Source: an optimization exercise on an open RTL-to-GDS flow (aim: small area). Production flows keep margins and buffers that such runs may drop. No activity file was given, so power comes from the tool's default toggle rates.

==> flow/design.v (excerpt) <==
module w5300_ctrl
(
   clk,
   reset,
   start,
   init_done,
   s_rx_dv,
   s_rx_data,
   s_rx_addr,
   s_rx_done,
   c_tx_en,
   c_tx_addr,
   c_tx_rd,
   c_tx_data,
   c_tx_error,
   c_tx_done,
   w_rst,
   w_addr,
   w_wdata,
   w_wr,
   w_wr_en,
   w_rd,
   w_rdata,
   w_cs
);
For scale: about 680 cells after synthesis, ~85 I/O pins, ~5000 µm² of cells after synthesis.
export LEC_CHECK = 0
export CAP_MARGIN = 20
export CORE_MARGIN = 2
export CORE_UTILIZATION = 60
export CTS_BUF_LIST = sky130_fd_sc_hd__clkbuf_16
export CTS_CLUSTER_DIAMETER = 300
export CTS_CLUSTER_SIZE = 80
export SLEW_MARGIN = 20
create_clock -name core_clock -period 10.0 [get_ports {clk}]
standard.sh (not shown) runs the stock make flow with config.mk's settings and CLKGATE_MAP_FILE= SYNTH_SCRIPT=/design/flow/synth_recipe.tcl, a recipe that flattens the netlist after the stock synthesis.
==> flow/flow/run.sh <==
#!/bin/bash
# Layout flow: the standard synthesis, then the combinational logic between the
# registers re-mapped for area by ABC (registers, their names and cell types untouched;
# four ABC runs with different seeds, the smallest kept), then the standard ORFS layout
# with the smallest buffer (buf_1) on every port.
set -euo pipefail
here=$(pwd)
R=$here/orfs/results/sky130hd/w5300_ctrl/base
LIB=$FLOW_HOME/platforms/sky130hd/lib/sky130_fd_sc_hd__tt_025C_1v80.lib
export BUFFER_PORTS_ARGS="-buffer_cell sky130_fd_sc_hd__buf_1"

bash standard.sh synth > synth.log 2>&1

cp $R/1_2_yosys.v $here/std_synth.v
for n in 1 2 3 4; do
  sed "s/@SEED@/$n/" $here/flow/area.abc > $here/area_$n.abc
  cat > $here/resyn_$n.ys <<EOT
read_liberty -ignore_miss_func -ignore_miss_dir -ignore_miss_data_latch $LIB
blackbox sky130_fd_sc_hd__*df* sky130_fd_sc_hd__*dl* sky130_fd_sc_hd__sdf* sky130_fd_sc_hd__conb_1
read_verilog $here/std_synth.v
hierarchy -top $FLOW_TOP
flatten
read_liberty -lib -overwrite -ignore_miss_dir $LIB
opt -purge
abc -liberty $LIB -dont_use sky130_fd_sc_hd__lpflow_bleeder_1 -dont_use sky130_fd_sc_hd__lpflow_clkbufkapwr_1 -dont_use sky130_fd_sc_hd__lpflow_clkbufkapwr_16 -dont_use sky130_fd_sc_hd__lpflow_clkbufkapwr_2 -dont_use sky130_fd_sc_hd__lpflow_clkbufkapwr_4 -dont_use sky130_fd_sc_hd__lpflow_clkbufkapwr_8 -dont_use sky130_fd_sc_hd__lpflow_clkinvkapwr_1 -dont_use sky130_fd_sc_hd__lpflow_clkinvkapwr_16 -dont_use sky130_fd_sc_hd__lpflow_clkinvkapwr_2 -dont_use sky130_fd_sc_hd__lpflow_clkinvkapwr_4 -dont_use sky130_fd_sc_hd__lpflow_clkinvkapwr_8 -dont_use sky130_fd_sc_hd__lpflow_decapkapwr_12 -dont_use sky130_fd_sc_hd__lpflow_decapkapwr_3 -dont_use sky130_fd_sc_hd__lpflow_decapkapwr_4 -dont_use sky130_fd_sc_hd__lpflow_decapkapwr_6 -dont_use sky130_fd_sc_hd__lpflow_decapkapwr_8 -dont_use sky130_fd_sc_hd__lpflow_inputiso0n_1 -dont_use sky130_fd_sc_hd__lpflow_inputiso0p_1 -dont_use sky130_fd_sc_hd__lpflow_inputiso1n_1 -dont_use sky130_fd_sc_hd__lpflow_inputiso1p_1 -dont_use sky130_fd_sc_hd__lpflow_inputisolatch_1 -dont_use sky130_fd_sc_hd__lpflow_isobufsrc_1 -dont_use sky130_fd_sc_hd__lpflow_isobufsrc_16 -dont_use sky130_fd_sc_hd__lpflow_isobufsrc_2 -dont_use sky130_fd_sc_hd__lpflow_isobufsrc_4 -dont_use sky130_fd_sc_hd__lpflow_isobufsrc_8 -dont_use sky130_fd_sc_hd__lpflow_isobufsrckapwr_16 -dont_use sky130_fd_sc_hd__lpflow_lsbuf_lh_hl_isowell_tap_1 -dont_use sky130_fd_sc_hd__lpflow_lsbuf_lh_hl_isowell_tap_2 -dont_use sky130_fd_sc_hd__lpflow_lsbuf_lh_hl_isowell_tap_4 -dont_use sky130_fd_sc_hd__lpflow_lsbuf_lh_isowell_4 -dont_use sky130_fd_sc_hd__lpflow_lsbuf_lh_isowell_tap_1 -dont_use sky130_fd_sc_hd__lpflow_lsbuf_lh_isowell_tap_2 -dont_use sky130_fd_sc_hd__lpflow_lsbuf_lh_isowell_tap_4 -dont_use sky130_fd_sc_hd__probe_p_8 -dont_use sky130_fd_sc_hd__probec_p_8  -script $here/area_$n.abc
opt_clean -purge
hilomap -singleton -hicell sky130_fd_sc_hd__conb_1 HI -locell sky130_fd_sc_hd__conb_1 LO
splitnets
opt_clean -purge
select -set ports i:* o:*
rename -hide w:* @ports %d
tee -o $here/area_$n.txt stat -liberty $LIB
check -assert -mapped
write_verilog -noattr -nohex -nodec $here/cand_$n.v
EOT
  yosys -s $here/resyn_$n.ys > resyn_$n.log 2>&1 &
done
wait
best=""; bestarea=""
for n in 1 2 3 4; do
  if [[ -f $here/cand_$n.v ]]; then
    a=$(awk '/Chip area/ {print $NF}' $here/area_$n.txt)
    echo "seed $n: $a" >> resyn_pick.log
    if [[ -z "$best" ]] || awk -v a="$a" -v b="$bestarea" 'BEGIN{exit !(a<b)}'; then best=$n; bestarea=$a; fi
  fi
done
echo "kept seed $best ($bestarea)" >> resyn_pick.log
cp $here/cand_$best.v $R/1_2_yosys.v

bash standard.sh finish > finish.log 2>&1
Other scripts of this flow, unchanged in this note and not shown: flow/flow/area.abc
==> next run, changes <==
CORE_UTILIZATION = 40   (was 60)
CTS_BUF_LIST = sky130_fd_sc_hd__clkbuf_8   (was sky130_fd_sc_hd__clkbuf_16)
CTS_CLUSTER_DIAMETER = 200   (was 300)
CTS_CLUSTER_SIZE = 40   (was 80)
Result:
- total power falls by 15%
- utilization falls by 24 points
- worst setup slack gains 0.055 ns
- die area rises by 48%
No run of this note included a check of the RTL's function; only the layout flow was run.

what the ideal ports hide:
No port has a modelled driver above. Below, the same layouts with a new extraction and two added sets of constraints. Step 1 sets driving cells, clkbuf_16 on the clock port and buf_2 on the other inputs (assumed; they add their load-dependent delay and slew). Step 2 also shifts input and output timing later by t, the mid clock arrival at the registers, as if the neighbouring blocks saw the same clock. Three values: ideal, step 1, step 2; two values: the first two.
| run | t, ns | slack for setup (ns) | pins driven straight from the clock port |
|---|---|---|---|
| the first run | 0.375 | 1.748 / 1.711 / 2.086 | 1 |
| the second run | 0.398 | 1.803 / 1.768 / 2.166 | 1 |
After both steps every run listed still meets setup and hold.
